This design comes from an exercise in tuning for small area, a short achievable clock period and few clock cycles on the open sky130 flow, not from production work. In this exercise RTL edits were held to simulation tests only and were not proved equivalent to the original. Power and IR drop assume default switching activity.

==> flow/design.v <==
`timescale 1ns / 1ps
module DATAPATH(Product, done, clk, multiplicand, multiplier, start, rst);
output [31:0] Product;
output reg done;
input [16:0] multiplicand;
input [16:0] multiplier;
input clk, start, rst;
wire one1 = multiplier[0] ^ 1'b0;
wire two2 = (multiplier[1] & ~multiplier[0] & ~1'b0) | (~multiplier[1] & multiplier[0] & 1'b0);
wire pp3 = ((one1 & multiplicand[0])) ^ multiplier[1];
wire pp4 = ((one1 & multiplicand[1]) | (two2 & multiplicand[0])) ^ multiplier[1];
wire pp5 = ((one1 & multiplicand[2]) | (two2 & multiplicand[1])) ^ multiplier[1];
wire pp6 = ((one1 & multiplicand[3]) | (two2 & multiplicand[2])) ^ multiplier[1];
wire pp7 = ((one1 & multiplicand[4]) | (two2 & multiplicand[3])) ^ multiplier[1];
wire pp8 = ((one1 & multiplicand[5]) | (two2 & multiplicand[4])) ^ multiplier[1];
wire pp9 = ((one1 & multiplicand[6]) | (two2 & multiplicand[5])) ^ multiplier[1];
wire pp10 = ((one1 & multiplicand[7]) | (two2 & multiplicand[6])) ^ multiplier[1];
wire pp11 = ((one1 & multiplicand[8]) | (two2 & multiplicand[7])) ^ multiplier[1];
wire pp12 = ((one1 & multiplicand[9]) | (two2 & multiplicand[8])) ^ multiplier[1];
wire pp13 = ((one1 & multiplicand[10]) | (two2 & multiplicand[9])) ^ multiplier[1];
wire pp14 = ((one1 & multiplicand[11]) | (two2 & multiplicand[10])) ^ multiplier[1];
wire pp15 = ((one1 & multiplicand[12]) | (two2 & multiplicand[11])) ^ multiplier[1];
wire pp16 = ((one1 & multiplicand[13]) | (two2 & multiplicand[12])) ^ multiplier[1];
wire pp17 = ((one1 & multiplicand[14]) | (two2 & multiplicand[13])) ^ multiplier[1];
wire pp18 = ((one1 & multiplicand[15]) | (two2 & multiplicand[14])) ^ multiplier[1];
wire pp19 = ((two2 & multiplicand[15])) ^ multiplier[1];
wire sn20 = ~multiplier[1];
wire one21 = multiplier[2] ^ multiplier[1];
wire two22 = (multiplier[3] & ~multiplier[2] & ~multiplier[1]) | (~multiplier[3] & multiplier[2] & multiplier[1]);
wire pp23 = ((one21 & multiplicand[0])) ^ multiplier[3];
wire pp24 = ((one21 & multiplicand[1]) | (two22 & multiplicand[0])) ^ multiplier[3];
wire pp25 = ((one21 & multiplicand[2]) | (two22 & multiplicand[1])) ^ multiplier[3];
wire pp26 = ((one21 & multiplicand[3]) | (two22 & multiplicand[2])) ^ multiplier[3];
wire pp27 = ((one21 & multiplicand[4]) | (two22 & multiplicand[3])) ^ multiplier[3];
wire pp28 = ((one21 & multiplicand[5]) | (two22 & multiplicand[4])) ^ multiplier[3];
wire pp29 = ((one21 & multiplicand[6]) | (two22 & multiplicand[5])) ^ multiplier[3];
wire pp30 = ((one21 & multiplicand[7]) | (two22 & multiplicand[6])) ^ multiplier[3];
wire pp31 = ((one21 & multiplicand[8]) | (two22 & multiplicand[7])) ^ multiplier[3];
wire pp32 = ((one21 & multiplicand[9]) | (two22 & multiplicand[8])) ^ multiplier[3];
wire pp33 = ((one21 & multiplicand[10]) | (two22 & multiplicand[9])) ^ multiplier[3];
wire pp34 = ((one21 & multiplicand[11]) | (two22 & multiplicand[10])) ^ multiplier[3];
wire pp35 = ((one21 & multiplicand[12]) | (two22 & multiplicand[11])) ^ multiplier[3];
wire pp36 = ((one21 & multiplicand[13]) | (two22 & multiplicand[12])) ^ multiplier[3];
wire pp37 = ((one21 & multiplicand[14]) | (two22 & multiplicand[13])) ^ multiplier[3];
wire pp38 = ((one21 & multiplicand[15]) | (two22 & multiplicand[14])) ^ multiplier[3];
wire pp39 = ((two22 & multiplicand[15])) ^ multiplier[3];
wire sn40 = ~multiplier[3];
wire one41 = multiplier[4] ^ multiplier[3];
wire two42 = (multiplier[5] & ~multiplier[4] & ~multiplier[3]) | (~multiplier[5] & multiplier[4] & multiplier[3]);
wire pp43 = ((one41 & multiplicand[0])) ^ multiplier[5];
wire pp44 = ((one41 & multiplicand[1]) | (two42 & multiplicand[0])) ^ multiplier[5];
wire pp45 = ((one41 & multiplicand[2]) | (two42 & multiplicand[1])) ^ multiplier[5];
wire pp46 = ((one41 & multiplicand[3]) | (two42 & multiplicand[2])) ^ multiplier[5];
wire pp47 = ((one41 & multiplicand[4]) | (two42 & multiplicand[3])) ^ multiplier[5];
wire pp48 = ((one41 & multiplicand[5]) | (two42 & multiplicand[4])) ^ multiplier[5];
wire pp49 = ((one41 & multiplicand[6]) | (two42 & multiplicand[5])) ^ multiplier[5];
wire pp50 = ((one41 & multiplicand[7]) | (two42 & multiplicand[6])) ^ multiplier[5];
wire pp51 = ((one41 & multiplicand[8]) | (two42 & multiplicand[7])) ^ multiplier[5];
wire pp52 = ((one41 & multiplicand[9]) | (two42 & multiplicand[8])) ^ multiplier[5];
wire pp53 = ((one41 & multiplicand[10]) | (two42 & multiplicand[9])) ^ multiplier[5];
wire pp54 = ((one41 & multiplicand[11]) | (two42 & multiplicand[10])) ^ multiplier[5];
wire pp55 = ((one41 & multiplicand[12]) | (two42 & multiplicand[11])) ^ multiplier[5];
wire pp56 = ((one41 & multiplicand[13]) | (two42 & multiplicand[12])) ^ multiplier[5];
wire pp57 = ((one41 & multiplicand[14]) | (two42 & multiplicand[13])) ^ multiplier[5];
wire pp58 = ((one41 & multiplicand[15]) | (two42 & multiplicand[14])) ^ multiplier[5];
wire pp59 = ((two42 & multiplicand[15])) ^ multiplier[5];
wire sn60 = ~multiplier[5];
wire one61 = multiplier[6] ^ multiplier[5];
wire two62 = (multiplier[7] & ~multiplier[6] & ~multiplier[5]) | (~multiplier[7] & multiplier[6] & multiplier[5]);
wire pp63 = ((one61 & multiplicand[0])) ^ multiplier[7];
wire pp64 = ((one61 & multiplicand[1]) | (two62 & multiplicand[0])) ^ multiplier[7];
wire pp65 = ((one61 & multiplicand[2]) | (two62 & multiplicand[1])) ^ multiplier[7];
wire pp66 = ((one61 & multiplicand[3]) | (two62 & multiplicand[2])) ^ multiplier[7];
wire pp67 = ((one61 & multiplicand[4]) | (two62 & multiplicand[3])) ^ multiplier[7];
wire pp68 = ((one61 & multiplicand[5]) | (two62 & multiplicand[4])) ^ multiplier[7];
wire pp69 = ((one61 & multiplicand[6]) | (two62 & multiplicand[5])) ^ multiplier[7];
wire pp70 = ((one61 & multiplicand[7]) | (two62 & multiplicand[6])) ^ multiplier[7];
wire pp71 = ((one61 & multiplicand[8]) | (two62 & multiplicand[7])) ^ multiplier[7];
wire pp72 = ((one61 & multiplicand[9]) | (two62 & multiplicand[8])) ^ multiplier[7];
wire pp73 = ((one61 & multiplicand[10]) | (two62 & multiplicand[9])) ^ multiplier[7];
wire pp74 = ((one61 & multiplicand[11]) | (two62 & multiplicand[10])) ^ multiplier[7];
wire pp75 = ((one61 & multiplicand[12]) | (two62 & multiplicand[11])) ^ multiplier[7];
wire pp76 = ((one61 & multiplicand[13]) | (two62 & multiplicand[12])) ^ multiplier[7];
wire pp77 = ((one61 & multiplicand[14]) | (two62 & multiplicand[13])) ^ multiplier[7];
wire pp78 = ((one61 & multiplicand[15]) | (two62 & multiplicand[14])) ^ multiplier[7];
wire pp79 = ((two62 & multiplicand[15])) ^ multiplier[7];
wire sn80 = ~multiplier[7];
wire one81 = multiplier[8] ^ multiplier[7];
wire two82 = (multiplier[9] & ~multiplier[8] & ~multiplier[7]) | (~multiplier[9] & multiplier[8] & multiplier[7]);
wire pp83 = ((one81 & multiplicand[0])) ^ multiplier[9];
wire pp84 = ((one81 & multiplicand[1]) | (two82 & multiplicand[0])) ^ multiplier[9];
wire pp85 = ((one81 & multiplicand[2]) | (two82 & multiplicand[1])) ^ multiplier[9];
wire pp86 = ((one81 & multiplicand[3]) | (two82 & multiplicand[2])) ^ multiplier[9];
wire pp87 = ((one81 & multiplicand[4]) | (two82 & multiplicand[3])) ^ multiplier[9];
wire pp88 = ((one81 & multiplicand[5]) | (two82 & multiplicand[4])) ^ multiplier[9];
wire pp89 = ((one81 & multiplicand[6]) | (two82 & multiplicand[5])) ^ multiplier[9];
wire pp90 = ((one81 & multiplicand[7]) | (two82 & multiplicand[6])) ^ multiplier[9];
wire pp91 = ((one81 & multiplicand[8]) | (two82 & multiplicand[7])) ^ multiplier[9];
wire pp92 = ((one81 & multiplicand[9]) | (two82 & multiplicand[8])) ^ multiplier[9];
wire pp93 = ((one81 & multiplicand[10]) | (two82 & multiplicand[9])) ^ multiplier[9];
wire pp94 = ((one81 & multiplicand[11]) | (two82 & multiplicand[10])) ^ multiplier[9];
wire pp95 = ((one81 & multiplicand[12]) | (two82 & multiplicand[11])) ^ multiplier[9];
wire pp96 = ((one81 & multiplicand[13]) | (two82 & multiplicand[12])) ^ multiplier[9];
wire pp97 = ((one81 & multiplicand[14]) | (two82 & multiplicand[13])) ^ multiplier[9];
wire pp98 = ((one81 & multiplicand[15]) | (two82 & multiplicand[14])) ^ multiplier[9];
wire pp99 = ((two82 & multiplicand[15])) ^ multiplier[9];
wire sn100 = ~multiplier[9];
wire one101 = multiplier[10] ^ multiplier[9];
wire two102 = (multiplier[11] & ~multiplier[10] & ~multiplier[9]) | (~multiplier[11] & multiplier[10] & multiplier[9]);
wire pp103 = ((one101 & multiplicand[0])) ^ multiplier[11];
wire pp104 = ((one101 & multiplicand[1]) | (two102 & multiplicand[0])) ^ multiplier[11];
wire pp105 = ((one101 & multiplicand[2]) | (two102 & multiplicand[1])) ^ multiplier[11];
wire pp106 = ((one101 & multiplicand[3]) | (two102 & multiplicand[2])) ^ multiplier[11];
wire pp107 = ((one101 & multiplicand[4]) | (two102 & multiplicand[3])) ^ multiplier[11];
wire pp108 = ((one101 & multiplicand[5]) | (two102 & multiplicand[4])) ^ multiplier[11];
wire pp109 = ((one101 & multiplicand[6]) | (two102 & multiplicand[5])) ^ multiplier[11];
wire pp110 = ((one101 & multiplicand[7]) | (two102 & multiplicand[6])) ^ multiplier[11];
wire pp111 = ((one101 & multiplicand[8]) | (two102 & multiplicand[7])) ^ multiplier[11];
wire pp112 = ((one101 & multiplicand[9]) | (two102 & multiplicand[8])) ^ multiplier[11];
wire pp113 = ((one101 & multiplicand[10]) | (two102 & multiplicand[9])) ^ multiplier[11];
wire pp114 = ((one101 & multiplicand[11]) | (two102 & multiplicand[10])) ^ multiplier[11];
wire pp115 = ((one101 & multiplicand[12]) | (two102 & multiplicand[11])) ^ multiplier[11];
wire pp116 = ((one101 & multiplicand[13]) | (two102 & multiplicand[12])) ^ multiplier[11];
wire pp117 = ((one101 & multiplicand[14]) | (two102 & multiplicand[13])) ^ multiplier[11];
wire pp118 = ((one101 & multiplicand[15]) | (two102 & multiplicand[14])) ^ multiplier[11];
wire pp119 = ((two102 & multiplicand[15])) ^ multiplier[11];
wire sn120 = ~multiplier[11];
wire one121 = multiplier[12] ^ multiplier[11];
wire two122 = (multiplier[13] & ~multiplier[12] & ~multiplier[11]) | (~multiplier[13] & multiplier[12] & multiplier[11]);
wire pp123 = ((one121 & multiplicand[0])) ^ multiplier[13];
wire pp124 = ((one121 & multiplicand[1]) | (two122 & multiplicand[0])) ^ multiplier[13];
wire pp125 = ((one121 & multiplicand[2]) | (two122 & multiplicand[1])) ^ multiplier[13];
wire pp126 = ((one121 & multiplicand[3]) | (two122 & multiplicand[2])) ^ multiplier[13];
wire pp127 = ((one121 & multiplicand[4]) | (two122 & multiplicand[3])) ^ multiplier[13];
wire pp128 = ((one121 & multiplicand[5]) | (two122 & multiplicand[4])) ^ multiplier[13];
wire pp129 = ((one121 & multiplicand[6]) | (two122 & multiplicand[5])) ^ multiplier[13];
wire pp130 = ((one121 & multiplicand[7]) | (two122 & multiplicand[6])) ^ multiplier[13];
wire pp131 = ((one121 & multiplicand[8]) | (two122 & multiplicand[7])) ^ multiplier[13];
wire pp132 = ((one121 & multiplicand[9]) | (two122 & multiplicand[8])) ^ multiplier[13];
wire pp133 = ((one121 & multiplicand[10]) | (two122 & multiplicand[9])) ^ multiplier[13];
wire pp134 = ((one121 & multiplicand[11]) | (two122 & multiplicand[10])) ^ multiplier[13];
wire pp135 = ((one121 & multiplicand[12]) | (two122 & multiplicand[11])) ^ multiplier[13];
wire pp136 = ((one121 & multiplicand[13]) | (two122 & multiplicand[12])) ^ multiplier[13];
wire pp137 = ((one121 & multiplicand[14]) | (two122 & multiplicand[13])) ^ multiplier[13];
wire pp138 = ((one121 & multiplicand[15]) | (two122 & multiplicand[14])) ^ multiplier[13];
wire pp139 = ((two122 & multiplicand[15])) ^ multiplier[13];
wire sn140 = ~multiplier[13];
wire one141 = multiplier[14] ^ multiplier[13];
wire two142 = (multiplier[15] & ~multiplier[14] & ~multiplier[13]) | (~multiplier[15] & multiplier[14] & multiplier[13]);
wire pp143 = ((one141 & multiplicand[0])) ^ multiplier[15];
wire pp144 = ((one141 & multiplicand[1]) | (two142 & multiplicand[0])) ^ multiplier[15];
wire pp145 = ((one141 & multiplicand[2]) | (two142 & multiplicand[1])) ^ multiplier[15];
wire pp146 = ((one141 & multiplicand[3]) | (two142 & multiplicand[2])) ^ multiplier[15];
wire pp147 = ((one141 & multiplicand[4]) | (two142 & multiplicand[3])) ^ multiplier[15];
wire pp148 = ((one141 & multiplicand[5]) | (two142 & multiplicand[4])) ^ multiplier[15];
wire pp149 = ((one141 & multiplicand[6]) | (two142 & multiplicand[5])) ^ multiplier[15];
wire pp150 = ((one141 & multiplicand[7]) | (two142 & multiplicand[6])) ^ multiplier[15];
wire pp151 = ((one141 & multiplicand[8]) | (two142 & multiplicand[7])) ^ multiplier[15];
wire pp152 = ((one141 & multiplicand[9]) | (two142 & multiplicand[8])) ^ multiplier[15];
wire pp153 = ((one141 & multiplicand[10]) | (two142 & multiplicand[9])) ^ multiplier[15];
wire pp154 = ((one141 & multiplicand[11]) | (two142 & multiplicand[10])) ^ multiplier[15];
wire pp155 = ((one141 & multiplicand[12]) | (two142 & multiplicand[11])) ^ multiplier[15];
wire pp156 = ((one141 & multiplicand[13]) | (two142 & multiplicand[12])) ^ multiplier[15];
wire pp157 = ((one141 & multiplicand[14]) | (two142 & multiplicand[13])) ^ multiplier[15];
wire pp158 = ((one141 & multiplicand[15]) | (two142 & multiplicand[14])) ^ multiplier[15];
wire pp159 = ((two142 & multiplicand[15])) ^ multiplier[15];
wire sn160 = ~multiplier[15];
wire pp161 = multiplicand[0] & multiplier[15];
wire pp162 = multiplicand[1] & multiplier[15];
wire pp163 = multiplicand[2] & multiplier[15];
wire pp164 = multiplicand[3] & multiplier[15];
wire pp165 = multiplicand[4] & multiplier[15];
wire pp166 = multiplicand[5] & multiplier[15];
wire pp167 = multiplicand[6] & multiplier[15];
wire pp168 = multiplicand[7] & multiplier[15];
wire pp169 = multiplicand[8] & multiplier[15];
wire pp170 = multiplicand[9] & multiplier[15];
wire pp171 = multiplicand[10] & multiplier[15];
wire pp172 = multiplicand[11] & multiplier[15];
wire pp173 = multiplicand[12] & multiplier[15];
wire pp174 = multiplicand[13] & multiplier[15];
wire pp175 = multiplicand[14] & multiplier[15];
wire pp176 = multiplicand[15] & multiplier[15];
wire s177, c178;
HA2 u_s177 (.a(multiplier[11]), .b(pp13), .s(s177), .co(c178));
wire s179, c180;
HA2 u_s179 (.a(pp14), .b(pp32), .s(s179), .co(c180));
wire s181, c182;
FA3 u_s181 (.a(multiplier[13]), .b(pp15), .c(pp33), .s(s181), .co(c182));
wire s183, c184;
HA2 u_s183 (.a(pp51), .b(pp69), .s(s183), .co(c184));
wire s185, c186;
FA3 u_s185 (.a(pp16), .b(pp34), .c(pp52), .s(s185), .co(c186));
wire s187, c188;
HA2 u_s187 (.a(pp70), .b(pp88), .s(s187), .co(c188));
wire s189, c190;
FA3 u_s189 (.a(multiplier[15]), .b(pp17), .c(pp35), .s(s189), .co(c190));
wire s191, c192;
FA3 u_s191 (.a(pp53), .b(pp71), .c(pp89), .s(s191), .co(c192));
wire s193, c194;
HA2 u_s193 (.a(pp107), .b(pp125), .s(s193), .co(c194));
wire s195, c196;
FA3 u_s195 (.a(pp18), .b(pp36), .c(pp54), .s(s195), .co(c196));
wire s197, c198;
FA3 u_s197 (.a(pp72), .b(pp90), .c(pp108), .s(s197), .co(c198));
wire s199, c200;
HA2 u_s199 (.a(pp126), .b(pp144), .s(s199), .co(c200));
wire s201, c202;
FA3 u_s201 (.a(pp161), .b(pp19), .c(pp37), .s(s201), .co(c202));
wire s203, c204;
FA3 u_s203 (.a(pp55), .b(pp73), .c(pp91), .s(s203), .co(c204));
wire s205, c206;
FA3 u_s205 (.a(pp109), .b(pp127), .c(pp145), .s(s205), .co(c206));
wire s207, c208;
FA3 u_s207 (.a(multiplier[1]), .b(pp162), .c(pp38), .s(s207), .co(c208));
wire s209, c210;
FA3 u_s209 (.a(pp56), .b(pp74), .c(pp92), .s(s209), .co(c210));
wire s211, c212;
FA3 u_s211 (.a(pp110), .b(pp128), .c(pp146), .s(s211), .co(c212));
wire s213, c214;
FA3 u_s213 (.a(multiplier[1]), .b(pp163), .c(pp39), .s(s213), .co(c214));
wire s215, c216;
FA3 u_s215 (.a(pp57), .b(pp75), .c(pp93), .s(s215), .co(c216));
wire s217, c218;
FA3 u_s217 (.a(pp111), .b(pp129), .c(pp147), .s(s217), .co(c218));
wire s219, c220;
FA3 u_s219 (.a(sn20), .b(sn40), .c(pp164), .s(s219), .co(c220));
wire s221, c222;
FA3 u_s221 (.a(pp58), .b(pp76), .c(pp94), .s(s221), .co(c222));
wire s223, c224;
FA3 u_s223 (.a(pp112), .b(pp130), .c(pp148), .s(s223), .co(c224));
wire s225 = ~(pp165 ^ pp59);
wire c226 = pp165 | pp59;
wire s227, c228;
FA3 u_s227 (.a(pp77), .b(pp95), .c(pp113), .s(s227), .co(c228));
wire s229, c230;
HA2 u_s229 (.a(pp131), .b(pp149), .s(s229), .co(c230));
wire s231, c232;
FA3 u_s231 (.a(sn60), .b(pp166), .c(pp78), .s(s231), .co(c232));
wire s233, c234;
FA3 u_s233 (.a(pp96), .b(pp114), .c(pp132), .s(s233), .co(c234));
wire s235 = ~(pp167 ^ pp79);
wire c236 = pp167 | pp79;
wire s237, c238;
HA2 u_s237 (.a(pp97), .b(pp115), .s(s237), .co(c238));
wire s239, c240;
FA3 u_s239 (.a(sn80), .b(pp168), .c(pp98), .s(s239), .co(c240));
wire s241, c242;
HA2 u_s241 (.a(1'b1), .b(pp169), .s(s241), .co(c242));
wire s243, c244;
HA2 u_s243 (.a(multiplier[7]), .b(pp9), .s(s243), .co(c244));
wire s245, c246;
HA2 u_s245 (.a(pp10), .b(pp28), .s(s245), .co(c246));
wire s247, c248;
FA3 u_s247 (.a(multiplier[9]), .b(pp11), .c(pp29), .s(s247), .co(c248));
wire s249, c250;
HA2 u_s249 (.a(pp47), .b(pp65), .s(s249), .co(c250));
wire s251, c252;
FA3 u_s251 (.a(pp12), .b(pp30), .c(pp48), .s(s251), .co(c252));
wire s253, c254;
HA2 u_s253 (.a(pp66), .b(pp84), .s(s253), .co(c254));
wire s255, c256;
FA3 u_s255 (.a(pp31), .b(pp49), .c(pp67), .s(s255), .co(c256));
wire s257, c258;
FA3 u_s257 (.a(pp85), .b(pp103), .c(s177), .s(s257), .co(c258));
wire s259, c260;
FA3 u_s259 (.a(pp50), .b(pp68), .c(pp86), .s(s259), .co(c260));
wire s261, c262;
FA3 u_s261 (.a(pp104), .b(c178), .c(s179), .s(s261), .co(c262));
wire s263, c264;
FA3 u_s263 (.a(pp87), .b(pp105), .c(pp123), .s(s263), .co(c264));
wire s265, c266;
FA3 u_s265 (.a(c180), .b(s183), .c(s181), .s(s265), .co(c266));
wire s267, c268;
FA3 u_s267 (.a(pp106), .b(pp124), .c(c184), .s(s267), .co(c268));
wire s269, c270;
FA3 u_s269 (.a(s187), .b(c182), .c(s185), .s(s269), .co(c270));
wire s271, c272;
FA3 u_s271 (.a(pp143), .b(c188), .c(s193), .s(s271), .co(c272));
wire s273, c274;
FA3 u_s273 (.a(c186), .b(s189), .c(s191), .s(s273), .co(c274));
wire s275, c276;
FA3 u_s275 (.a(c194), .b(s199), .c(c190), .s(s275), .co(c276));
wire s277, c278;
FA3 u_s277 (.a(c192), .b(s195), .c(s197), .s(s277), .co(c278));
wire s279, c280;
FA3 u_s279 (.a(c200), .b(c196), .c(c198), .s(s279), .co(c280));
wire s281, c282;
FA3 u_s281 (.a(s201), .b(s203), .c(s205), .s(s281), .co(c282));
wire s283, c284;
FA3 u_s283 (.a(c202), .b(c204), .c(c206), .s(s283), .co(c284));
wire s285, c286;
FA3 u_s285 (.a(s207), .b(s209), .c(s211), .s(s285), .co(c286));
wire s287, c288;
FA3 u_s287 (.a(c208), .b(c210), .c(c212), .s(s287), .co(c288));
wire s289, c290;
FA3 u_s289 (.a(s213), .b(s215), .c(s217), .s(s289), .co(c290));
wire s291, c292;
FA3 u_s291 (.a(s219), .b(c214), .c(c216), .s(s291), .co(c292));
wire s293, c294;
FA3 u_s293 (.a(c218), .b(s221), .c(s223), .s(s293), .co(c294));
wire s295, c296;
FA3 u_s295 (.a(c220), .b(s229), .c(c222), .s(s295), .co(c296));
wire s297, c298;
FA3 u_s297 (.a(c224), .b(s225), .c(s227), .s(s297), .co(c298));
wire s299, c300;
FA3 u_s299 (.a(pp150), .b(c230), .c(c226), .s(s299), .co(c300));
wire s301, c302;
FA3 u_s301 (.a(c228), .b(s231), .c(s233), .s(s301), .co(c302));
wire s303, c304;
FA3 u_s303 (.a(pp133), .b(pp151), .c(s237), .s(s303), .co(c304));
wire s305, c306;
FA3 u_s305 (.a(c232), .b(c234), .c(s235), .s(s305), .co(c306));
wire s307, c308;
FA3 u_s307 (.a(pp116), .b(pp134), .c(pp152), .s(s307), .co(c308));
wire s309, c310;
FA3 u_s309 (.a(c238), .b(c236), .c(s239), .s(s309), .co(c310));
wire s311, c312;
FA3 u_s311 (.a(s241), .b(pp99), .c(pp117), .s(s311), .co(c312));
wire s313, c314;
FA3 u_s313 (.a(pp135), .b(pp153), .c(c240), .s(s313), .co(c314));
wire s315, c316;
FA3 u_s315 (.a(sn100), .b(pp170), .c(c242), .s(s315), .co(c316));
wire s317, c318;
FA3 u_s317 (.a(pp118), .b(pp136), .c(pp154), .s(s317), .co(c318));
wire s319 = ~(pp171 ^ pp119);
wire c320 = pp171 | pp119;
wire s321, c322;
HA2 u_s321 (.a(pp137), .b(pp155), .s(s321), .co(c322));
wire s323, c324;
FA3 u_s323 (.a(sn120), .b(pp172), .c(pp138), .s(s323), .co(c324));
wire s325, c326;
HA2 u_s325 (.a(1'b1), .b(pp173), .s(s325), .co(c326));
wire s327, c328;
HA2 u_s327 (.a(multiplier[5]), .b(pp7), .s(s327), .co(c328));
wire s329, c330;
HA2 u_s329 (.a(pp8), .b(pp26), .s(s329), .co(c330));
wire s331, c332;
FA3 u_s331 (.a(pp27), .b(pp45), .c(pp63), .s(s331), .co(c332));
wire s333, c334;
FA3 u_s333 (.a(pp46), .b(pp64), .c(c244), .s(s333), .co(c334));
wire s335, c336;
FA3 u_s335 (.a(pp83), .b(c246), .c(s249), .s(s335), .co(c336));
wire s337, c338;
FA3 u_s337 (.a(c250), .b(s253), .c(c248), .s(s337), .co(c338));
wire s339, c340;
FA3 u_s339 (.a(c254), .b(c252), .c(s255), .s(s339), .co(c340));
wire s341, c342;
FA3 u_s341 (.a(c256), .b(s259), .c(c258), .s(s341), .co(c342));
wire s343, c344;
FA3 u_s343 (.a(c260), .b(s263), .c(c262), .s(s343), .co(c344));
wire s345, c346;
FA3 u_s345 (.a(c264), .b(s267), .c(c266), .s(s345), .co(c346));
wire s347, c348;
FA3 u_s347 (.a(c268), .b(s271), .c(c270), .s(s347), .co(c348));
wire s349, c350;
FA3 u_s349 (.a(c272), .b(c274), .c(s275), .s(s349), .co(c350));
wire s351, c352;
FA3 u_s351 (.a(c276), .b(c278), .c(s279), .s(s351), .co(c352));
wire s353, c354;
FA3 u_s353 (.a(c280), .b(c282), .c(s283), .s(s353), .co(c354));
wire s355, c356;
FA3 u_s355 (.a(c284), .b(c286), .c(s287), .s(s355), .co(c356));
wire s357, c358;
FA3 u_s357 (.a(c288), .b(c290), .c(s291), .s(s357), .co(c358));
wire s359, c360;
FA3 u_s359 (.a(c292), .b(c294), .c(s295), .s(s359), .co(c360));
wire s361, c362;
FA3 u_s361 (.a(c296), .b(c298), .c(s299), .s(s361), .co(c362));
wire s363, c364;
FA3 u_s363 (.a(s303), .b(c300), .c(c302), .s(s363), .co(c364));
wire s365, c366;
FA3 u_s365 (.a(s307), .b(c304), .c(c306), .s(s365), .co(c366));
wire s367, c368;
FA3 u_s367 (.a(c308), .b(s311), .c(c310), .s(s367), .co(c368));
wire s369, c370;
FA3 u_s369 (.a(s315), .b(c312), .c(s317), .s(s369), .co(c370));
wire s371, c372;
FA3 u_s371 (.a(s321), .b(c316), .c(c318), .s(s371), .co(c372));
wire s373, c374;
FA3 u_s373 (.a(pp156), .b(c322), .c(c320), .s(s373), .co(c374));
wire s375, c376;
FA3 u_s375 (.a(s325), .b(pp139), .c(pp157), .s(s375), .co(c376));
wire s377, c378;
FA3 u_s377 (.a(sn140), .b(pp174), .c(c326), .s(s377), .co(c378));
wire s379, c380;
HA2 u_s379 (.a(1'b1), .b(pp175), .s(s379), .co(c380));
wire s381, c382;
HA2 u_s381 (.a(multiplier[3]), .b(pp5), .s(s381), .co(c382));
wire s383, c384;
HA2 u_s383 (.a(pp6), .b(pp24), .s(s383), .co(c384));
wire s385, c386;
FA3 u_s385 (.a(pp25), .b(pp43), .c(s327), .s(s385), .co(c386));
wire s387, c388;
FA3 u_s387 (.a(pp44), .b(c328), .c(s329), .s(s387), .co(c388));
wire s389, c390;
FA3 u_s389 (.a(c330), .b(s243), .c(s331), .s(s389), .co(c390));
wire s391, c392;
FA3 u_s391 (.a(s245), .b(c332), .c(s333), .s(s391), .co(c392));
wire s393, c394;
FA3 u_s393 (.a(s247), .b(c334), .c(s335), .s(s393), .co(c394));
wire s395, c396;
FA3 u_s395 (.a(s251), .b(c336), .c(s337), .s(s395), .co(c396));
wire s397, c398;
FA3 u_s397 (.a(s257), .b(c338), .c(s339), .s(s397), .co(c398));
wire s399, c400;
FA3 u_s399 (.a(s261), .b(c340), .c(s341), .s(s399), .co(c400));
wire s401, c402;
FA3 u_s401 (.a(s265), .b(c342), .c(s343), .s(s401), .co(c402));
wire s403, c404;
FA3 u_s403 (.a(s269), .b(c344), .c(s345), .s(s403), .co(c404));
wire s405, c406;
FA3 u_s405 (.a(s273), .b(c346), .c(s347), .s(s405), .co(c406));
wire s407, c408;
FA3 u_s407 (.a(s277), .b(c348), .c(s349), .s(s407), .co(c408));
wire s409, c410;
FA3 u_s409 (.a(s281), .b(c350), .c(s351), .s(s409), .co(c410));
wire s411, c412;
FA3 u_s411 (.a(s285), .b(c352), .c(s353), .s(s411), .co(c412));
wire s413, c414;
FA3 u_s413 (.a(s289), .b(c354), .c(s355), .s(s413), .co(c414));
wire s415, c416;
FA3 u_s415 (.a(s293), .b(c356), .c(s357), .s(s415), .co(c416));
wire s417, c418;
FA3 u_s417 (.a(s297), .b(c358), .c(s359), .s(s417), .co(c418));
wire s419, c420;
FA3 u_s419 (.a(s301), .b(c360), .c(s361), .s(s419), .co(c420));
wire s421, c422;
FA3 u_s421 (.a(s305), .b(c362), .c(s363), .s(s421), .co(c422));
wire s423, c424;
FA3 u_s423 (.a(s309), .b(c364), .c(s365), .s(s423), .co(c424));
wire s425, c426;
FA3 u_s425 (.a(s313), .b(c366), .c(s367), .s(s425), .co(c426));
wire s427, c428;
FA3 u_s427 (.a(c314), .b(s369), .c(c368), .s(s427), .co(c428));
wire s429, c430;
FA3 u_s429 (.a(s319), .b(c370), .c(s371), .s(s429), .co(c430));
wire s431, c432;
FA3 u_s431 (.a(s323), .b(c372), .c(s373), .s(s431), .co(c432));
wire s433, c434;
FA3 u_s433 (.a(c324), .b(s375), .c(c374), .s(s433), .co(c434));
wire s435, c436;
FA3 u_s435 (.a(pp158), .b(s377), .c(c376), .s(s435), .co(c436));
wire s437, c438;
FA3 u_s437 (.a(s379), .b(pp159), .c(c378), .s(s437), .co(c438));
wire s439, c440;
FA3 u_s439 (.a(sn160), .b(pp176), .c(c380), .s(s439), .co(c440));
wire [31:0] row_s = {s439, s437, s435, s433, c430, s429, s427, c424, c422, c420, c418, c416, c414, c412, c410, c408, c406, c404, c402, c400, c398, c396, c394, c392, c390, c388, c386, c384, c382, pp23, pp4, multiplier[1]};
wire [31:0] row_c = {c438, c436, c434, c432, s431, c428, c426, s425, s423, s421, s419, s417, s415, s413, s411, s409, s407, s405, s403, s401, s399, s397, s395, s393, s391, s389, s387, s385, s383, s381, 1'b0, pp3};
reg [31:0] acc_s, acc_c;
always @(posedge clk)
 if (start) begin
  acc_s <= row_s;
  acc_c <= row_c;
 end
wire g441, p442;
HA2 u_g441 (.a(acc_s[0]), .b(acc_c[0]), .s(p442), .co(g441));
wire g443, p444;
HA2 u_g443 (.a(acc_s[2]), .b(acc_c[2]), .s(p444), .co(g443));
wire g445, p446;
HA2 u_g445 (.a(acc_s[3]), .b(acc_c[3]), .s(p446), .co(g445));
wire g447, p448;
HA2 u_g447 (.a(acc_s[4]), .b(acc_c[4]), .s(p448), .co(g447));
wire g449, p450;
HA2 u_g449 (.a(acc_s[5]), .b(acc_c[5]), .s(p450), .co(g449));
wire g451, p452;
HA2 u_g451 (.a(acc_s[6]), .b(acc_c[6]), .s(p452), .co(g451));
wire g453, p454;
HA2 u_g453 (.a(acc_s[7]), .b(acc_c[7]), .s(p454), .co(g453));
wire g455, p456;
HA2 u_g455 (.a(acc_s[8]), .b(acc_c[8]), .s(p456), .co(g455));
wire g457, p458;
HA2 u_g457 (.a(acc_s[9]), .b(acc_c[9]), .s(p458), .co(g457));
wire g459, p460;
HA2 u_g459 (.a(acc_s[10]), .b(acc_c[10]), .s(p460), .co(g459));
wire g461, p462;
HA2 u_g461 (.a(acc_s[11]), .b(acc_c[11]), .s(p462), .co(g461));
wire g463, p464;
HA2 u_g463 (.a(acc_s[12]), .b(acc_c[12]), .s(p464), .co(g463));
wire g465, p466;
HA2 u_g465 (.a(acc_s[13]), .b(acc_c[13]), .s(p466), .co(g465));
wire g467, p468;
HA2 u_g467 (.a(acc_s[14]), .b(acc_c[14]), .s(p468), .co(g467));
wire g469, p470;
HA2 u_g469 (.a(acc_s[15]), .b(acc_c[15]), .s(p470), .co(g469));
wire g471, p472;
HA2 u_g471 (.a(acc_s[16]), .b(acc_c[16]), .s(p472), .co(g471));
wire g473, p474;
HA2 u_g473 (.a(acc_s[17]), .b(acc_c[17]), .s(p474), .co(g473));
wire g475, p476;
HA2 u_g475 (.a(acc_s[18]), .b(acc_c[18]), .s(p476), .co(g475));
wire g477, p478;
HA2 u_g477 (.a(acc_s[19]), .b(acc_c[19]), .s(p478), .co(g477));
wire g479, p480;
HA2 u_g479 (.a(acc_s[20]), .b(acc_c[20]), .s(p480), .co(g479));
wire g481, p482;
HA2 u_g481 (.a(acc_s[21]), .b(acc_c[21]), .s(p482), .co(g481));
wire g483, p484;
HA2 u_g483 (.a(acc_s[22]), .b(acc_c[22]), .s(p484), .co(g483));
wire g485, p486;
HA2 u_g485 (.a(acc_s[23]), .b(acc_c[23]), .s(p486), .co(g485));
wire g487, p488;
HA2 u_g487 (.a(acc_s[24]), .b(acc_c[24]), .s(p488), .co(g487));
wire g489, p490;
HA2 u_g489 (.a(acc_s[25]), .b(acc_c[25]), .s(p490), .co(g489));
wire g491, p492;
HA2 u_g491 (.a(acc_s[26]), .b(acc_c[26]), .s(p492), .co(g491));
wire g493, p494;
HA2 u_g493 (.a(acc_s[27]), .b(acc_c[27]), .s(p494), .co(g493));
wire g495, p496;
HA2 u_g495 (.a(acc_s[28]), .b(acc_c[28]), .s(p496), .co(g495));
wire g497, p498;
HA2 u_g497 (.a(acc_s[29]), .b(acc_c[29]), .s(p498), .co(g497));
wire g499, p500;
HA2 u_g499 (.a(acc_s[30]), .b(acc_c[30]), .s(p500), .co(g499));
wire g501, p502;
HA2 u_g501 (.a(acc_s[31]), .b(acc_c[31]), .s(p502), .co(g501));
wire q503 = acc_s[1] & g441;
wire q504 = acc_s[1] & p442;
wire q505 = (p446 & g443) | g445;
wire q506 = p446 & p444;
wire q507 = (p450 & g447) | g449;
wire q508 = p450 & p448;
wire q509 = (p454 & g451) | g453;
wire q510 = p454 & p452;
wire q511 = (p458 & g455) | g457;
wire q512 = p458 & p456;
wire q513 = (p462 & g459) | g461;
wire q514 = p462 & p460;
wire q515 = (p466 & g463) | g465;
wire q516 = p466 & p464;
wire q517 = (p470 & g467) | g469;
wire q518 = p470 & p468;
wire q519 = (p474 & g471) | g473;
wire q520 = p474 & p472;
wire q521 = (p478 & g475) | g477;
wire q522 = p478 & p476;
wire q523 = (p482 & g479) | g481;
wire q524 = p482 & p480;
wire q525 = (p486 & g483) | g485;
wire q526 = p486 & p484;
wire q527 = (p490 & g487) | g489;
wire q528 = p490 & p488;
wire q529 = (p494 & g491) | g493;
wire q530 = p494 & p492;
wire q531 = (p498 & g495) | g497;
wire q532 = p498 & p496;
wire q533 = (p502 & g499) | g501;
wire q534 = p502 & p500;
wire q535 = (q506 & q503) | q505;
wire q536 = q506 & q504;
wire q537 = (q510 & q507) | q509;
wire q538 = q510 & q508;
wire q539 = (q514 & q511) | q513;
wire q540 = q514 & q512;
wire q541 = (q518 & q515) | q517;
wire q542 = q518 & q516;
wire q543 = (q522 & q519) | q521;
wire q544 = q522 & q520;
wire q545 = (q526 & q523) | q525;
wire q546 = q526 & q524;
wire q547 = (q530 & q527) | q529;
wire q548 = q530 & q528;
wire q549 = (q534 & q531) | q533;
wire q550 = q534 & q532;
wire q551 = (q538 & q535) | q537;
wire q552 = q538 & q536;
wire q553 = (q542 & q539) | q541;
wire q554 = q542 & q540;
wire q555 = (q546 & q543) | q545;
wire q556 = q546 & q544;
wire q557 = (q550 & q547) | q549;
wire q558 = q550 & q548;
wire q559 = (q554 & q551) | q553;
wire q560 = q554 & q552;
wire q561 = (q558 & q555) | q557;
wire q562 = q558 & q556;
wire q563 = (q562 & q559) | q561;
wire q564 = q562 & q560;
wire q565 = (q556 & q559) | q555;
wire q566 = q556 & q560;
wire q567 = (q540 & q551) | q539;
wire q568 = q540 & q552;
wire q569 = (q544 & q559) | q543;
wire q570 = q544 & q560;
wire q571 = (q548 & q565) | q547;
wire q572 = q548 & q566;
wire q573 = (q508 & q535) | q507;
wire q574 = q508 & q536;
wire q575 = (q512 & q551) | q511;
wire q576 = q512 & q552;
wire q577 = (q516 & q567) | q515;
wire q578 = q516 & q568;
wire q579 = (q520 & q559) | q519;
wire q580 = q520 & q560;
wire q581 = (q524 & q569) | q523;
wire q582 = q524 & q570;
wire q583 = (q528 & q565) | q527;
wire q584 = q528 & q566;
wire q585 = (q532 & q571) | q531;
wire q586 = q532 & q572;
wire q587 = (p444 & q503) | g443;
wire q588 = p444 & q504;
wire q589 = (p448 & q535) | g447;
wire q590 = p448 & q536;
wire q591 = (p452 & q573) | g451;
wire q592 = p452 & q574;
wire q593 = (p456 & q551) | g455;
wire q594 = p456 & q552;
wire q595 = (p460 & q575) | g459;
wire q596 = p460 & q576;
wire q597 = (p464 & q567) | g463;
wire q598 = p464 & q568;
wire q599 = (p468 & q577) | g467;
wire q600 = p468 & q578;
wire q601 = (p472 & q559) | g471;
wire q602 = p472 & q560;
wire q603 = (p476 & q579) | g475;
wire q604 = p476 & q580;
wire q605 = (p480 & q569) | g479;
wire q606 = p480 & q570;
wire q607 = (p484 & q581) | g483;
wire q608 = p484 & q582;
wire q609 = (p488 & q565) | g487;
wire q610 = p488 & q566;
wire q611 = (p492 & q583) | g491;
wire q612 = p492 & q584;
wire q613 = (p496 & q571) | g495;
wire q614 = p496 & q572;
wire q615 = (p500 & q585) | g499;
wire q616 = p500 & q586;
wire q617 = acc_s[1] ^ g441;
wire q618 = p444 ^ q503;
wire q619 = p446 ^ q587;
wire q620 = p448 ^ q535;
wire q621 = p450 ^ q589;
wire q622 = p452 ^ q573;
wire q623 = p454 ^ q591;
wire q624 = p456 ^ q551;
wire q625 = p458 ^ q593;
wire q626 = p460 ^ q575;
wire q627 = p462 ^ q595;
wire q628 = p464 ^ q567;
wire q629 = p466 ^ q597;
wire q630 = p468 ^ q577;
wire q631 = p470 ^ q599;
wire q632 = p472 ^ q559;
wire q633 = p474 ^ q601;
wire q634 = p476 ^ q579;
wire q635 = p478 ^ q603;
wire q636 = p480 ^ q569;
wire q637 = p482 ^ q605;
wire q638 = p484 ^ q581;
wire q639 = p486 ^ q607;
wire q640 = p488 ^ q565;
wire q641 = p490 ^ q609;
wire q642 = p492 ^ q583;
wire q643 = p494 ^ q611;
wire q644 = p496 ^ q571;
wire q645 = p498 ^ q613;
wire q646 = p500 ^ q585;
wire q647 = p502 ^ q615;
assign Product = {q647, q646, q645, q644, q643, q642, q641, q640, q639, q638, q637, q636, q635, q634, q633, q632, q631, q630, q629, q628, q627, q626, q625, q624, q623, q622, q621, q620, q619, q618, q617, p442};
always @(posedge clk)
 if (rst)
  done <= 1'b0;
 else
  done <= start;
endmodule
module FA3(a, b, c, s, co);
input a, b, c;
output s, co;
assign s = a ^ b ^ c;
assign co = (a & b) | (a & c) | (b & c);
endmodule
module BSEL(one, two, neg, a0, a1, pp);
input one, two, neg, a0, a1;
output pp;
assign pp = ((one & a0) | (two & a1)) ^ neg;
endmodule
module AO21(a, b, c, y);
input a, b, c;
output y;
assign y = (a & b) | c;
endmodule
module HA2(a, b, s, co);
input a, b;
output s, co;
assign s = a ^ b;
assign co = a & b;
endmodule
==> flow/flow/run.sh <==
#!/bin/bash
# Standard layout, with plain buffers (instead of delay buffers) on the ports.
set -euo pipefail
export BUFFER_PORTS_ARGS="-buffer_cell sky130_fd_sc_hd__buf_2"
bash standard.sh > standard.log 2>&1
==> flow/standard.sh <==
#!/bin/bash
# synth_recipe.tcl (not shown) runs the flow's synth.tcl, then flattens the netlist and writes it again
# the make line also repeats each setting of config.mk as NAME=value (left out here)
make -C /OpenROAD-flow-scripts/flow DESIGN_CONFIG=/design/flow/config.mk WORK_HOME=/design/flow/orfs CLKGATE_MAP_FILE= SYNTH_SCRIPT=/design/flow/synth_recipe.tcl "${@:-finish}"
==> flow/config.mk <==
export PLATFORM = sky130hd
export DESIGN_NAME = DATAPATH
export DESIGN_NICKNAME = DATAPATH
export VERILOG_FILES = /design/flow/design.v
export SDC_FILE = /design/flow/constraint.sdc
export NUM_CORES = 4
export LEC_CHECK = 0
export ABC_AREA = 1
export CAP_MARGIN = 20
export CORE_MARGIN = 2
export CORE_UTILIZATION = 60
export CTS_BUF_LIST = sky130_fd_sc_hd__clkbuf_4 sky130_fd_sc_hd__clkbuf_8
export CTS_CLUSTER_SIZE = 30
export PLACE_DENSITY = 0.75
export SLEW_MARGIN = 20
export SYNTH_HIERARCHICAL = 1
export SYNTH_MINIMUM_KEEP_SIZE = 0
==> flow/constraint.sdc <==
create_clock -name core_clock -period 4.0 [get_ports {clk}]
set_input_delay 0.8000 -clock core_clock [delete_from_list [all_inputs] [get_ports {clk}]]
set_output_delay 0.8000 -clock core_clock [all_outputs]
set_load 0.01 [all_outputs]
==> results of run 1 <==
==> registers in the layout (all words and copies together), names as in the netlist <==
name / count
acc_s: 32
acc_c: 31
done: 1
==> layout make-up <==
type / count / area (um2) / area share
Inverter: 75 / 282 / 0.0300
Sequential cell: 64 / 1910 / 0.203
Tap cell: 180 / 225 / 0.0240
Clock buffer: 11 / 139 / 0.0148
Multi-Input combinational cell: 610 / 5910 / 0.629
Timing Repair Buffer: 120 / 846 / 0.0900
Clock inverter: 5 / 81.3 / 0.00866
==> synth_stat cells (2+ instances only) <==
master | number | share of area
sky130_fd_sc_hd__buf_4 | 40 | 0.035
sky130_fd_sc_hd__nor2_2 | 5 | 0.0036
sky130_fd_sc_hd__nand3_1 | 9 | 0.0052
sky130_fd_sc_hd__buf_2 | 19 | 0.011
sky130_fd_sc_hd__fa_1 | 109 | 0.25
sky130_fd_sc_hd__a21o_1 | 2 | 0.0017
sky130_fd_sc_hd__buf_6 | 8 | 0.010
sky130_fd_sc_hd__o22ai_1 | 116 | 0.084
sky130_fd_sc_hd__o22ai_2 | 4 | 0.0058
sky130_fd_sc_hd__o21ai_0 | 8 | 0.0046
sky130_fd_sc_hd__a21oi_2 | 3 | 0.0030
sky130_fd_sc_hd__o21ai_1 | 2 | 0.0012
sky130_fd_sc_hd__nor2_4 | 4 | 0.0052
sky130_fd_sc_hd__nand2_1 | 70 | 0.030
sky130_fd_sc_hd__a21oi_4 | 3 | 0.0056
sky130_fd_sc_hd__edfxtp_1 | 63 | 0.22
sky130_fd_sc_hd__xnor2_1 | 14 | 0.014
sky130_fd_sc_hd__clkinv_1 | 2 | 0.00087
sky130_fd_sc_hd__nand4_1 | 2 | 0.0014
sky130_fd_sc_hd__inv_1 | 69 | 0.030
sky130_fd_sc_hd__nor2_1 | 31 | 0.013
sky130_fd_sc_hd__ha_1 | 70 | 0.10
sky130_fd_sc_hd__a21oi_1 | 11 | 0.0064
sky130_fd_sc_hd__buf_1 | 3 | 0.0013
sky130_fd_sc_hd__a31o_2 | 3 | 0.0030
sky130_fd_sc_hd__nand2_2 | 7 | 0.0051
sky130_fd_sc_hd__xor2_1 | 129 | 0.13
sky130_fd_sc_hd__clkbuf_1 | 13 | 0.0056
sky130_fd_sc_hd__inv_2 | 4 | 0.0017
==> modules after synthesis (local to each module, per instance) <==
module    copies in the design  cell area [um2]  cells  flip-flops and latches
FA3                        109             20.0      1                       0
HA2                         51             12.5      1                       0
DATAPATH                     1             5820    670                      64
==> kinds of logic after synthesis <==
family                     after synthesis  synth area share
AOI/OAI and AO/OA                      154             0.117
xor gates and xnor gates               143             0.145
adders and majority gates              179             0.354
buffers and inverters                  158            0.0957
DFF                                     64             0.221
other                                    1          0.000434
and+or+nand+nor                        131            0.0669
==> metal layers <==
layer	routed length (um)	vias up	GRT usage
met2	10400	272	0.492
met5	0	-	0
met1	8740	3095	0.391
li1	-	2868	-
met4	518	0	0.112
met3	1450	39	0.0366
==> where the power goes <==
group          internal, mW  total (mW)  switching (mW)
logic                  1.84        4.12            2.28
clock network         0.365       0.647           0.282
registers              1.22        1.31          0.0838
==> final timing paths <==
kind,startpoint,endpoint,slack (ns)
setup / recovery,multiplier[9],acc_c[19]$_DFFE_PP_,0.27
hold / removal,rst,done$_SDFF_PP0_,0.57
==> metrics.md, run 1 <==
| Metric | Value |
|---|---|
| Final #Nets | `1096` |
| Final ANT Viol Nets | `0` |
| Vias per cell | `around 5.9` |
| Element type at the critical path start | `primary input` |
| Via count | `about 6.3k` |
| Crit path cell chain | `buf_2, nor2_1, nand2_1, o21ai_1, inv_1, o22ai_1, xor2_1, fa_1, fa_1, fa_1, fa_1` |
| CTS tree | `built` |
| Run status | `finished clean` |
| Finished layout cell area | `~0.0094 mm2` |
| Die width | `between 100 and 150 um` |
| Fill cell total of the finished layout | `roughly 1.1k` |
| Post-synthesis cell count | `830` |
| Count of port buffers added during placement | `67` |
| Post-DR wirelength/cell | `around 20 um` |
| First-pass GRT wire length | `about 33000 um` |
| Overflow left after global routing | `0` |
| Number of violations of the max-capacitance limit | `0` |
| Placeable core area | `roughly 0.014 mm2` |
| Library cell used as clock root buffer | `sky130_fd_sc_hd__clkbuf_8` |
| Post-route fraction of the period consumed by the critical path | `0.933` |
| Post-route DRC violation count | `0` |
| Final weighted congestion of routability-driven global placement | `0.960` |
| Number of H-tree levels | `3` |
| Upper clock frequency limit | `around 0.27 GHz` |
| CTS sink count | `64` |
| Pin count of the biggest net entering global routing | `35` |
| Critical path buffers and inverters | `2` |
| Filler-free cell count of the finished design | `1065` |
| Setup repair after global routing missed its margin | `no` |
| Number of flops mapped to enable cells by yosys | `between 60 and 70` |
| Setup Total Neg Slack | `0 ns` |
| Hold Path Cell Cnt | `2` |
| Clk buf depth | `2` |
| Worst slack after detailed placement | `-0.0175 ns` |
| Drt first-iter violations | `roughly 380` |
| Post CTS Setup Buffer Count | `0` |
| HPWL after detailed placement | `approximately 17000 um` |
| Initial Utilization | `0.618` |
| Worst path max stage delay | `around 0.54 ns` |
| Total Routed Length | `about 21000 um` |
| Crit. End Element | `register` |
| Ratio of total power to cell area | `between 600 and 700 mW/mm2` |
| P&R area growth vs syn | `8.71%` |
| Mapped Avg Cell Area | `around 10 um2` |
| Setup-violating endpoint count in the final report | `0` |
| Post-placement cell area | `roughly 0.0092 mm2` |
| Maximum ir drop on the vdd rail | `between 0.0004 and 0.0005 V` |
| # diodes | `0` |
| Maximum fanout along the worst path | `12` |
| Worst hold margin | `roughly 0.57 ns` |
| Worst Max-Slew Pin Slew | `0.717 ns` |
| Layout cells sized above 1 | `0.193` |
| Highest-count cells in the layout ignoring fill and taps | `sky130_fd_sc_hd__xor2_1, sky130_fd_sc_hd__o22ai_1, sky130_fd_sc_hd__fa_1, sky130_fd_sc_hd__nand2_1, sky130_fd_sc_hd__ha_1` |
| Worst setup slack after layout | `approximately 0.27 ns` |
| Clock slew at the register clock pins of the worst setup and hold paths | `approximately 0.080 ns` |
| Slowest stage cell on the critical path | `sky130_fd_sc_hd__fa_1` |
| Vertical die dimension | `around 120 um` |
| Die area | `0.0154 mm2` |
| Sequential element share of the synthesized area | `0.221` |
| Most Frequent Cell on Critical Path | `sky130_fd_sc_hd__fa_1` |
| Shortest period the worst path allows | `~3.7 ns` |
| Global-route usage over all layers | `0.293` |
| Critical Path Stages | `11` |
| Cells resized by post-CTS repair | `0` |
| Count of boundary I/O pins | `70` |
| Num CTS Buffers | `9` |
| Number of warning messages in the yosys log | `7` |
| Top cell family by delay on the critical path | `adder cells` |
| Prevailing post-synth register cell | `sky130_fd_sc_hd__edfxtp_1` |
| Hold-fix buffer count after cts | `0` |
| Seq cells post-synth | `64` |
| Cell count after placement | `around 1.0k` |
| Antenna violations before repair | `0` |
| Via count of the first global-routing pass | `between 6k and 7k` |
| Core utilization of the finished layout | `0.672` |
| Total standard cell area after synthesis | `roughly 0.0086 mm2` |
| Total leakage power | `about 4.3 nW` |
| Endpoint required time on the critical path | `around 4.1 ns` |
| Pins Over Slew Limit | `0` |
| Hold Path Class | `primary input to register` |
| Worst Path Class, Setup | `primary input to register` |
| Slew Limit Headroom | `0.522` |
| Unique cell type count in the Yosys netlist | `36` |
| Count of final hold-check violations | `0` |
| TritonRoute pass-1 iters | `5` |
| Commonest non-fill, non-tap cell in the layout | `sky130_fd_sc_hd__xor2_1` |
| Synth async-reset ratio | `0` |
| Critical path data arrival time | `roughly 3.8 ns` |
| Final Power | `6.07 mW` |
| Row Count | `between 40 and 50` |
Testbench counts, summed over its fixed seeds: cycles 2,400.
==> inputs of run 2 (changes only) <==
--- a/flow/config.mk
+++ b/flow/config.mk
@@ -8,7 +8,7 @@
 export ABC_AREA = 1
 export CAP_MARGIN = 20
 export CORE_MARGIN = 2
-export CORE_UTILIZATION = 60
+export CORE_UTILIZATION = 40
 export CTS_BUF_LIST = sky130_fd_sc_hd__clkbuf_4 sky130_fd_sc_hd__clkbuf_8
 export CTS_CLUSTER_SIZE = 30
 export PLACE_DENSITY = 0.75
==> run 2 against run 1 <==
Against the previous run: first-iteration DRC count is 20% higher; worst setup slack better by 0.11 ns; highest routed layer unchanged; still clean on timing, DRC and antenna; via count down 2.3%.
==> metrics.md, run 2 <==
| Metric | Value |
|---|---|
| Vertical die dimension | `151 um (+22%)` |
| Hold-fix buffer count after cts | `0 (unchanged)` |
| Number of warning messages in the yosys log | `7 (unchanged)` |
| Final ANT Viol Nets | `0 (unchanged)` |
| Final weighted congestion of routability-driven global placement | `0.937 (-2.5%)` |
| Core utilization of the finished layout | `0.446 (-0.226)` |
| Setup Total Neg Slack | `0 ns (unchanged)` |
| Register with the highest flop count | `acc_s` |
| Post-route DRC violation count | `0 (unchanged)` |
| Setup-violating endpoint count in the final report | `0 (unchanged)` |
| Setup repair after global routing missed its margin | `no` |
| Filler-free cell count of the finished design | `1157 (+8.6%)` |
| Ratio of total power to cell area | `639 mW/mm2 (-1.1%)` |
| Overflow left after global routing | `0 (unchanged)` |
| Number of violations of the max-capacitance limit | `0 (unchanged)` |
| Via count of the first global-routing pass | `6358 (-2.2%)` |
| Commonest non-fill, non-tap cell in the layout | `sky130_fd_sc_hd__xor2_1` |
| Worst Path Class, Setup | `primary input to register` |
| Leading cell types by count after synthesis | `sky130_fd_sc_hd__xor2_1, sky130_fd_sc_hd__o22ai_1, sky130_fd_sc_hd__fa_1` |
| Unique cell type count in the Yosys netlist | `36 (unchanged)` |
| CTS tree | `built` |
| P&R area growth vs syn | `8.80% (about the same)` |
| Pins Over Slew Limit | `0 (unchanged)` |
| Cells resized by post-CTS repair | `0 (unchanged)` |
| TritonRoute pass-1 iters | `5 (unchanged)` |
| Upper clock frequency limit | `0.276 GHz (+2.9%)` |
| First-pass GRT wire length | `32300 um (-3.5%)` |
| Clock slew at the register clock pins of the worst setup and hold paths | `0.07 ns (about the same)` |
| Max FFs per register | `32 (unchanged)` |
| Antenna violations before repair | `0 (unchanged)` |
| Prevailing post-synth register cell | `sky130_fd_sc_hd__edfxtp_1` |
| Total Routed Length | `19800 um (-6.1%)` |
| Sequential element share of the synthesized area | `0.221 (unchanged)` |
| Highest-count cells in the layout ignoring fill and taps | `sky130_fd_sc_hd__xor2_1, sky130_fd_sc_hd__o22ai_1, sky130_fd_sc_hd__fa_1, sky130_fd_sc_hd__nand2_1, sky130_fd_sc_hd__ha_1` |
| Count of boundary I/O pins | `70 (unchanged)` |
| Switching Power | `2.61 mW (-1.2%)` |
| Crit path cell chain | `buf_2, nand2_1, inv_1, nor2_4, inv_2, o22ai_2, xor2_1, fa_1, fa_1, fa_1, fa_1` |
| Most repeated cell in the gate-level netlist after synthesis | `sky130_fd_sc_hd__xor2_1` |
| Hold Path Class | `primary input to register` |
| Shortest period the worst path allows | `3.63 ns (-0.106 ns)` |
| Worst Max-Slew Pin Slew | `0.597 ns (-0.120 ns)` |
| Number of flops mapped to enable cells by yosys | `63 (unchanged)` |
| Maximum ir drop on the vdd rail | `0.000507 V (+25%)` |
| Dominant cells by area after synthesis | `sky130_fd_sc_hd__fa_1, sky130_fd_sc_hd__edfxtp_1, sky130_fd_sc_hd__xor2_1, sky130_fd_sc_hd__ha_1, sky130_fd_sc_hd__o22ai_1` |
| Post-synthesis cell count | `830 (unchanged)` |
| HPWL after detailed placement | `15900 um (-5.1%)` |
| Seq cells post-synth | `64 (unchanged)` |
| Post CTS Setup Buffer Count | `0 (unchanged)` |
| Die area | `0.0228 mm2 (+48%)` |
| Endpoint required time on the critical path | `4.11 ns (about the same)` |
| Clock Power Share | `0.102 (-0.004)` |
| Count of final hold-check violations | `0 (unchanged)` |
| Biggest regs | `acc_s x32, acc_c x31, done x1` |
| Via count | `6130 (-2.3%)` |
| Total standard cell area after synthesis | `0.00864 mm2 (unchanged)` |
| Slew Limit Headroom | `0.602 (+0.0799)` |
| Die width | `151 um (+22%)` |
| Total leakage power | `4.21 nW (-1.1%)` |
| Worst path max stage delay | `0.51 ns (-0.03 ns)` |
| Fill cell total of the finished layout | `2007 (+83%)` |
| Clk buf depth | `2 (unchanged)` |
| Vias per cell | `5.30 (-10%)` |
| Switching Share | `0.435 (-0.000551)` |
| Finished layout cell area | `0.00940 mm2 (about the same)` |
| Cell count after placement | `1141 (+8.8%)` |
| Library cell used as clock root buffer | `sky130_fd_sc_hd__clkbuf_8` |
| Drt first-iter violations | `459 (+20%)` |
| Count of port buffers added during placement | `67 (unchanged)` |
| Synth async-reset ratio | `0 (unchanged)` |
| Mapped Avg Cell Area | `10.4 um2 (unchanged)` |
| Row Count | `53 (+23%)` |
| Number of H-tree levels | `3 (unchanged)` |
| Final #Nets | `1093 (-0.27%)` |
| Most Frequent Cell on Critical Path | `sky130_fd_sc_hd__fa_1` |
| Top-area cell type share of the netlist area | `0.252 (unchanged)` |
| Pin count of the biggest net entering global routing | `48 (+37%)` |
| Placeable core area | `0.0211 mm2 (+51%)` |
| Critical path data arrival time | `3.74 ns (-0.10 ns)` |
| Element type at the critical path start | `primary input` |
| Run status | `finished clean` |
| Fraction of power consumed by sequential logic | `0.216 (about the same)` |
| Post-DR wirelength/cell | `17.1 um (-14%)` |
| Post-route fraction of the period consumed by the critical path | `0.907 (-0.0265)` |
| Initial Utilization | `0.410 (-0.208)` |
| Post-synthesis cell type with the largest combined area | `sky130_fd_sc_hd__fa_1` |
| Post-placement cell area | `0.00920 mm2 (+0.23%)` |
| Maximum fanout along the worst path | `15 (+3)` |
| Global-route usage over all layers | `0.184 (-0.109)` |
| Share of power burned in combinational logic | `0.681 (+0.003)` |
| Slowest stage cell on the critical path | `sky130_fd_sc_hd__fa_1` |
| Crit. End Element | `register` |
| Layout cells sized above 1 | `0.187 (-0.00593)` |
| Final Power | `6.01 mW (-1.1%)` |
| CTS sink count | `64 (unchanged)` |
| Num CTS Buffers | `9 (unchanged)` |
| Power Internal | `3.40 mW (-0.97%)` |
run 2: cell counts after synthesis:
No cell type changed its count.
run 2: worst paths after layout:
| kind | cells after the start | from | slack, ns | endpoint |
|---|---|---|---|---|
| setup / recovery | 11 | multiplier[7] | 0.37 | acc_c[24]$_DFFE_PP_ |
| hold / removal | 2 | rst | 0.58 | done$_SDFF_PP0_ |
run 2: area by class of cell:
cell class                 instances  area, um2  share of cell area
inverter                          75        282              0.0299
tap                              275        344              0.0366
clock buffer                      10        131              0.0140
clock inverter                     5       72.6             0.00772
multi-input combinational        610       5910               0.629
timing repair buffer             117        748              0.0796
antenna                            1       2.50            0.000266
sequential                        64       1910               0.203
run 2: stage by stage:
| step | setup WS, ns | hold WS [ns] |
|---|---|---|
| finish | 0.373 | 0.576 |
| floorplan | 0.288 | 0.871 |
| detailed placement | 0.0102 | 0.974 |
| CTS | 0.322 | 0.568 |
| global route | 0.132 | 0.568 |
| global placement | 0.0629 | 0.975 |
run 2: logic make-up (layout without fill, tap and decap cells):
family / count (synthesis) / count (layout) / share of synthesized area
buffers and inverters: 158 / 207 / 0.0957
AND/OR/NAND/NOR: 131 / 131 / 0.0669
flip-flops: 64 / 64 / 0.221
other: 1 / 4 / 0.000434
XOR/XNOR: 143 / 143 / 0.145
adder cells (fa/ha/maj): 179 / 179 / 0.354
AO/OA/AOI/OAI: 154 / 154 / 0.117
run 2: power groups by stage:
stage	registers [mW]	logic, mW	clock network, mW
6_report	1.30	4.09	0.615
5_1_grt	1.33	4.72	0.656
4_1_cts	1.31	4.20	0.631
3_5_place_dp	1.32	4.18	0
3_3_place_gp	1.31	4.02	0
2_1_floorplan	1.29	3.54	0
run 2: worst max-delay path, delay by kind of cell:
family                     cells  cell delay (ns)
AOI/OAI and AO/OA              1             0.12
xor gates and xnor gates       1             0.28
adders and majority gates      4             1.83
buffers and inverters          3             0.55
and+or+nand+nor                2             0.15
run 2: per-layer routing:
layer  global-route usage  share of wire  vias up
li1                     -              -     2875
met1                0.241           0.42     3008
met2                0.300           0.48      211
met3               0.0370          0.077       36
met4               0.0748          0.024        0
met5                    0              0        -
run 2: per-module statistics from Yosys, one instance, submodules excluded:
module	cell area (um2)	flops+latches	times used
HA2	12.5	0	51
DATAPATH	5820	64	1
FA3	20.0	0	109
==> inputs of run 3 (changes only) <==
--- a/flow/config.mk
+++ b/flow/config.mk
@@ -11,7 +11,6 @@
 export CORE_UTILIZATION = 40
 export CTS_BUF_LIST = sky130_fd_sc_hd__clkbuf_4 sky130_fd_sc_hd__clkbuf_8
 export CTS_CLUSTER_SIZE = 30
-export PLACE_DENSITY = 0.75
 export SLEW_MARGIN = 20
 export SYNTH_HIERARCHICAL = 1
 export SYNTH_MINIMUM_KEEP_SIZE = 0
==> run 3 against run 2 <==
Against the previous run: global-route usage is 0.92 points higher; largest cell class unchanged; worst setup slack worse by 0.027 ns; cell area is 0.68% higher; still clean on timing, DRC and antenna; sequential power about the same; total power down 0.60%; sequential share of layout area down 0.14 points; synthesized cell count stayed put; clock-buffer cell count fell by 1; final cell count is 0.69% higher; critical path depth grew 7.
==> metrics.md, run 3 <==
| Metric | Value |
|---|---|
| Worst Max-Slew Pin Slew | `0.678 ns (+0.0805 ns)` |
| Maximum ir drop on the vdd rail | `0.000410 V (-19%)` |
| Via count of the first global-routing pass | `6382 (+0.38%)` |
| Die width | `151 um (unchanged)` |
| Pins Over Slew Limit | `0 (unchanged)` |
| Sequential element share of the synthesized area | `0.221 (unchanged)` |
| Register with the highest flop count | `acc_s` |
| Synth async-reset ratio | `0 (unchanged)` |
| Crit. End Element | `primary output` |
| Leading cell types by count after synthesis | `sky130_fd_sc_hd__xor2_1, sky130_fd_sc_hd__o22ai_1, sky130_fd_sc_hd__fa_1` |
| Slew Limit Headroom | `0.548 (-0.0537)` |
| Final #Nets | `1101 (+0.73%)` |
| Final ANT Viol Nets | `0 (unchanged)` |
| Clock Power Share | `0.103 (about the same)` |
| Number of flops mapped to enable cells by yosys | `63 (unchanged)` |
| Routed met2 length | `9840 um (+3.1%)` |
| Commonest non-fill, non-tap cell in the layout | `sky130_fd_sc_hd__xor2_1` |
| Vertical die dimension | `151 um (unchanged)` |
| Highest-count cells in the layout ignoring fill and taps | `sky130_fd_sc_hd__xor2_1, sky130_fd_sc_hd__o22ai_1, sky130_fd_sc_hd__fa_1, sky130_fd_sc_hd__nand2_1, sky130_fd_sc_hd__ha_1` |
| CTS tree | `built` |
| Library cell used as clock root buffer | `sky130_fd_sc_hd__clkbuf_8` |
| Worst path max stage delay | `0.37 ns (-0.14 ns)` |
| TritonRoute pass-1 iters | `5 (unchanged)` |
| Switching Share | `0.433 (-0.00177)` |
| Pin count of the biggest net entering global routing | `38 (-21%)` |
| Critical path data arrival time | `2.85 ns (-0.89 ns)` |
| Switching Power | `2.59 mW (-1.0%)` |
| First-pass GRT wire length | `33600 um (+4.2%)` |
| Via count | `6030 (-1.6%)` |
| Routed met3 length | `1140 um (-25%)` |
| Die area | `0.0228 mm2 (unchanged)` |
| Most repeated cell in the gate-level netlist after synthesis | `sky130_fd_sc_hd__xor2_1` |
| Num CTS Buffers | `9 (unchanged)` |
| Power Internal | `3.39 mW (-0.29%)` |
| Top-area cell type share of the netlist area | `0.252 (unchanged)` |
| Post-synthesis cell count | `830 (unchanged)` |
| Row Count | `53 (unchanged)` |
| Clk buf depth | `2 (unchanged)` |
| Fraction of power consumed by sequential logic | `0.218 (+0.002)` |
| Post CTS Setup Buffer Count | `0 (unchanged)` |
| CTS sink count | `64 (unchanged)` |
| Worst Path Class, Setup | `register to primary output` |
| Initial Utilization | `0.410 (unchanged)` |
| Biggest regs | `acc_s x32, acc_c x31, done x1` |
| Share of power burned in combinational logic | `0.679 (-0.002)` |
| Most Frequent Cell on Critical Path | `sky130_fd_sc_hd__nand2_2` |
| Count of port buffers added during placement | `67 (unchanged)` |
| Number of warning messages in the yosys log | `7 (unchanged)` |
| HPWL after detailed placement | `16400 um (+2.9%)` |
| Run status | `finished clean` |
| Global-route usage over all layers | `0.193 (+0.00922)` |
| Post-route DRC violation count | `0 (unchanged)` |
| Post-DR wirelength/cell | `17.4 um (+1.5%)` |
| # diodes | `0 (-1)` |
| Prevailing post-synth register cell | `sky130_fd_sc_hd__edfxtp_1` |
| Final weighted congestion of routability-driven global placement | `0.916 (-2.2%)` |
| Endpoint of the worst hold path | `done$_SDFF_PP0_` |
| Count of boundary I/O pins | `70 (unchanged)` |
| Total Routed Length | `20200 um (+2.2%)` |
| Setup-violating endpoint count in the final report | `0 (unchanged)` |
| Top routing layer in use | `met4` |
| Hold-fix buffer count after cts | `0 (unchanged)` |
| Shortest period the worst path allows | `3.65 ns (+0.0265 ns)` |
| Setup repair after global routing missed its margin | `no` |
| Worst slack after detailed placement | `-0.00729 ns (-0.0175 ns)` |
| Worst Min Path Start | `rst` |
| P&R area growth vs syn | `9.54%` |
| Endpoint required time on the critical path | `3.20 ns (-0.91 ns)` |
| Post-synthesis cell type with the largest combined area | `sky130_fd_sc_hd__fa_1` |
| Hold Path Class | `primary input to register` |
| Final Power | `5.97 mW (-0.60%)` |
-- run 3: cell counts after synthesis --
No cell type changed its count.
-- run 3: area by class of cell --
class | count | area [um2]
clock buffer | 9 | 124
clock inverter | 7 | 86.3
fill | 2068 | 11600
inverter | 75 | 282
multi-input combinational | 610 | 5910
sequential | 64 | 1910
tap | 275 | 344
timing repair buffer | 125 | 808
-- run 3: metrics by stage --
stage	TNS, ns	hold WS [ns]	utilization
6_report	0	0.579	0.449
5_1_grt	0	0.568	0.449
4_1_cts	0	0.562	0.449
3_5_place_dp	-0.00729	0.969	0.439
3_3_place_gp	0	0.971	0.439
2_1_floorplan	0	0.871	-
-- run 3: worst max-delay path by stage --
stage                        from             endpoint  slack (ns)  depth (start not counted)
3_3_place_gp        multiplier[5]  acc_c[20]$_DFFE_PP_        0.01                         11
4_1_cts        acc_s[5]$_DFFE_PP_          Product[31]        0.28                         17
2_1_floorplan       multiplier[6]  acc_c[17]$_DFFE_PP_        0.29                         11
5_1_grt        acc_s[0]$_DFFE_PP_          Product[31]         0.1                         18
3_5_place_dp        multiplier[5]  acc_c[20]$_DFFE_PP_      -0.007                         11
6_report       acc_s[0]$_DFFE_PP_          Product[31]        0.35                         18
-- run 3: worst max-delay path, delay by kind of cell, from the launching register on --
| family | cells | cell delay (ns) |
|---|---|---|
| XOR/XNOR | 1 | 0.13 |
| buffers and inverters | 1 | 0.15 |
| adder cells (fa/ha/maj) | 3 | 0.58 |
| flip-flops | 1 | 0.37 |
| AND/OR/NAND/NOR | 13 | 1.24 |
-- run 3: cells by family after synthesis --
group           share of synthesized area
compound gates                      0.117
xor+xnor                            0.145
fa+ha+maj                           0.354
buf+inv                            0.0957
flops                               0.221
other cells                      0.000434
simple gates                       0.0669
-- run 3: routing by layer --
layer / up-vias / global-route usage
met1: 2955 / 0.260
met4: 0 / 0.0659
li1: 2884 / -
met2: 170 / 0.323
met3: 21 / 0.0262
met5: - / 0
-- run 3: modules after synthesis (local to each module, per instance) --
| module | cells | flip-flops and latches | cell area (um2) |
|---|---|---|---|
| DATAPATH | 670 | 64 | 5820 |
| HA2 | 1 | 0 | 12.5 |
| FA3 | 1 | 0 | 20.0 |
-- run 3: power groups by stage --
stage	logic, mW	clock network, mW	registers (mW)
6_report	4.06	0.616	1.30
5_1_grt	4.71	0.668	1.33
3_5_place_dp	4.16	0	1.32
4_1_cts	4.18	0.639	1.30
3_3_place_gp	4.06	0	1.31
2_1_floorplan	3.54	0	1.29

==> what the ideal ports hide <==
The flow's constraints put no driver on any port. The routed layouts listed below were extracted and timed again, unchanged, in two steps.
Step 1, drivers: a clkbuf_16 drives clk and a buf_2 each remaining input, both assumed.
Step 2 times the ports against the registers' clock, not the clock port: input delays grow and output delays shrink by t, the midpoint of the rising clock arrivals with the driver on.
Three values: ideal ports, drivers, drivers and shift; two values: the first two.
run | t (ns) | setup slack, ns
run 1 | 0.406 | 0.267 / 0.253 / -0.127
run 2 | 0.410 | 0.373 / 0.346 / -0.018
run 3 | 0.405 | 0.346 / 0.307 / -0.003
With both steps, setup timing fails in every run listed, where it was met with ideal ports.
